What follows belongs to an exercise in optimizing a design on an open flow for small area and a short achievable clock period; a production flow would make more cautious choices. Only simulation tests tie the RTL to the original design; equivalence was not proved. Power is estimated from default activity; no workload was simulated.

## PIPELINE
module PIPELINE(input clk,
                input rst,
                input btn,
                input on,
                output [31:0] imem_addr,
                input  [31:0] imem_data,
                output [31:0] dmem_addr,
                output [31:0] dmem_wdata,
                output        dmem_we,
                output        dmem_re,
                input  [31:0] dmem_rdata,
                output        wb_we,
                output [4:0]  wb_reg,
                output [31:0] wb_data);
Settings: LEC_CHECK=0, CAP_MARGIN=20, CELL_PAD_IN_SITES_DETAIL_PLACEMENT=1, CELL_PAD_IN_SITES_GLOBAL_PLACEMENT=1, CORE_MARGIN=2, CORE_UTILIZATION=50, CTS_BUF_LIST=sky130_fd_sc_hd__clkbuf_8, CTS_CLUSTER_DIAMETER=60, CTS_CLUSTER_SIZE=12, PLACE_DENSITY=0.65, SETUP_SLACK_MARGIN=3.2, SLEW_MARGIN=20, SYNTH_HIERARCHICAL=1, TNS_END_PERCENT=5; clock period 6.5 ns.
standard.sh (not shown) runs the stock make flow with config.mk's settings and CLKGATE_MAP_FILE= SYNTH_SCRIPT=/design/flow/synth_recipe.tcl, a recipe that flattens the netlist after the stock synthesis.
==> flow/flow/run.sh <==
#!/bin/bash
# The standard layout (standard.sh, unchanged synthesis and steps), with
# the port buffers that buffer_ports inserts made of buf_2 cells instead of
# the delay buffers it picks by default. make's full output goes to
# flow_make.log here; ORFS keeps each step's log under orfs/logs/.
set -euo pipefail
export BUFFER_PORTS_ARGS="-buffer_cell sky130_fd_sc_hd__buf_2"
bash standard.sh finish > flow_make.log 2>&1
The first run produced a clean layout.
Then changed:
--- a/flow/config.mk
+++ b/flow/config.mk
@@ -14,3 +14,3 @@
-export CTS_CLUSTER_DIAMETER = 60
-export CTS_CLUSTER_SIZE = 12
-export PLACE_DENSITY = 0.65
+export CTS_CLUSTER_DIAMETER = 70
+export CTS_CLUSTER_SIZE = 14
+export PLACE_DENSITY = 0.55
@@ -20 +20 @@
-export TNS_END_PERCENT = 5
+export TNS_END_PERCENT = 25
The new run produced a clean layout.
Clock power came out lower by 14%.
Maximum frequency rose by 2.5%.
Hold slack is about the same.
Sequential share of layout area came out higher by 0.16 points.
Global-route usage shrinks by 0.23 points.
Cell area hardly moves.
Sequential cell count stays the same.
Then changed:
--- a/flow/config.mk
+++ b/flow/config.mk
@@ -20 +20 @@
-export TNS_END_PERCENT = 25
+export TNS_END_PERCENT = 50
The new run produced a clean layout.
Maximum frequency rises by 0.87%.
Design area rises by 0.34%.
Sequential power hardly moves.
Then changed:
--- a/flow/config.mk
+++ b/flow/config.mk
@@ -14,3 +14,3 @@
-export CTS_CLUSTER_DIAMETER = 70
-export CTS_CLUSTER_SIZE = 14
-export PLACE_DENSITY = 0.55
+export CTS_CLUSTER_DIAMETER = 60
+export CTS_CLUSTER_SIZE = 12
+export PLACE_DENSITY = 0.65
@@ -20 +20 @@
-export TNS_END_PERCENT = 50
+export TNS_END_PERCENT = 25
Effect: The changed run passed the timing, design-rule and antenna checks; setup slack is worse by 0.069 ns; clock-buffer cell count increases by 29; wire length increases by 0.36%; via count hardly moves; register-to-register slack is worse by 0.07 ns; design area increases by 0.51%; hold slack hardly moves.


v26:
Starting RTL as in the previous note.
clock: 6.5 ns
lec_check: 0
cap_margin: 20
cell_pad_in_sites_detail_placement: 1
cell_pad_in_sites_global_placement: 1
core_margin: 2
core_utilization: 50
cts_buf_list: sky130_fd_sc_hd__clkbuf_8
cts_cluster_diameter: 70
cts_cluster_size: 14
place_density: 0.55
setup_slack_margin: 3.6
slew_margin: 20
synth_hierarchical: 1
tns_end_percent: 25
Scripts as last shown in full above: flow/flow/run.sh
Input changes introduced in v14 (baseline for comparison: v26):
- swapping 3.6 for 3.4 in SETUP_SLACK_MARGIN
Notes after the runs:
Compared with v26, v14 supports a higher clock frequency.
[compare] base=v26 new=v14: routed wire length fell 15000 um, area taken by multi-input logic gates shrank by about 2%, maximum vdd drop neither gained nor lost much.
[v14 vs v26] sequential share of layout area: higher in v14
v14 reports a lower core utilization than v26 does.
In the final design statistics, v14 uses fewer standard cells in total than v26.
Between v14 and v26, it is v14 whose required time of the worst setup path is higher, by 0.10 ns.
[inputs] v41 vs v14
- swapping 3.4 for 3.5 in SETUP_SLACK_MARGIN
- swapping 25 for 35 in TNS_END_PERCENT
--- outcome ---
v41 vs. v14: total of plain and repair buffers excluding clock buffers up 84; fraction of area in clock buffers and inverters roughly the same; combined area of the multi-input logic cells shows an increase of about 1.5%; total met2 wirelength after detailed routing grew by 3.8%.
> inputs changed (v41 -> v56)
- TNS_END_PERCENT: 35 -> 5
- SETUP_SLACK_MARGIN: 3.5 -> 3.2
Notes after the runs:
Changes observed in v56 relative to v41: via count of the first global-routing pass went down, met3 track demand over resource in global routing went down, final design instance area without fill went down, met2 track utilization from global routing went down.
v56 ends up with lower first-iteration DRC count than v41 does.
v41 has a higher maximum frequency than v56.
Of v56 and v41, it is v56 that has the higher transition time at the pin with the least slew margin.
Measured against each other, v56 and v41 differ in combinational power share, the higher figure coming from v41.
The final critical-path share of the clock period of v56 exceeds that of v41 by 4.5 points.
Relative to v41, wire length decreased by about 4.7% in v56.
First-pass GRT wire length: v56 vs v41 down about 2.4%

-- re-timing with driven ports --
Ports are ideal in the flow. The routed layouts listed here were re-timed in OpenROAD.
Step 1: set_driving_cell puts a clkbuf_16 on clk and a buf_2 on each other input, an assumption about the parent block.
Step 2 adds t to the input delays and takes it off the output delays; t is the mean of the earliest and latest rising clock arrival at the registers after step 1. Input paths then give back, and output paths get back, about the clock's delay inside the block.
Three values: no drivers, after step 1, after step 2; two values: the first two.
| run | t, ns | setup WS [ns] | worst hold slack (ns) | clock arrival spread, ns | worst register clock-pin slew, ns |
|---|---|---|---|---|---|
| the first run of note 1 | 0.930 | 3.011 / 3.011 / 2.309 | 0.483 / 0.483 / 0.483 | 0.057 / 0.057 | 0.09 / 0.09 |
| the second run of note 1 | 0.885 | 3.095 / 3.085 / 2.407 | 0.483 / 0.483 / 0.483 | 0.040 / 0.040 | 0.11 / 0.11 |
| the third run of note 1 | 0.880 | 3.124 / 3.083 / 2.420 | 0.484 / 0.484 / 0.484 | 0.042 / 0.042 | 0.11 / 0.11 |
| the fourth run of note 1 | 0.935 | 3.055 / 3.055 / 2.345 | 0.481 / 0.481 / 0.481 | 0.055 / 0.055 | 0.09 / 0.09 |
| v26 | 0.875 | 3.085 / 3.085 / 2.580 | 0.490 / 0.490 / 0.490 | 0.035 / 0.035 | 0.11 / 0.11 |
| v14 | 0.883 | 3.247 / 3.150 / 2.383 | 0.489 / 0.489 / 0.489 | 0.037 / 0.037 | 0.10 / 0.10 |
| v41 | 0.879 | 3.233 / 3.148 / 2.401 | 0.489 / 0.489 / 0.489 | 0.044 / 0.043 | 0.10 / 0.10 |
| v56 | 0.879 | 2.940 / 2.940 / 2.395 | 0.486 / 0.486 / 0.486 | 0.041 / 0.041 | 0.11 / 0.11 |
After both steps setup and hold are still met in every run listed. The setup slack of v14, which loses most, moves by -0.097 ns with the drivers and by -0.864 ns with both steps.
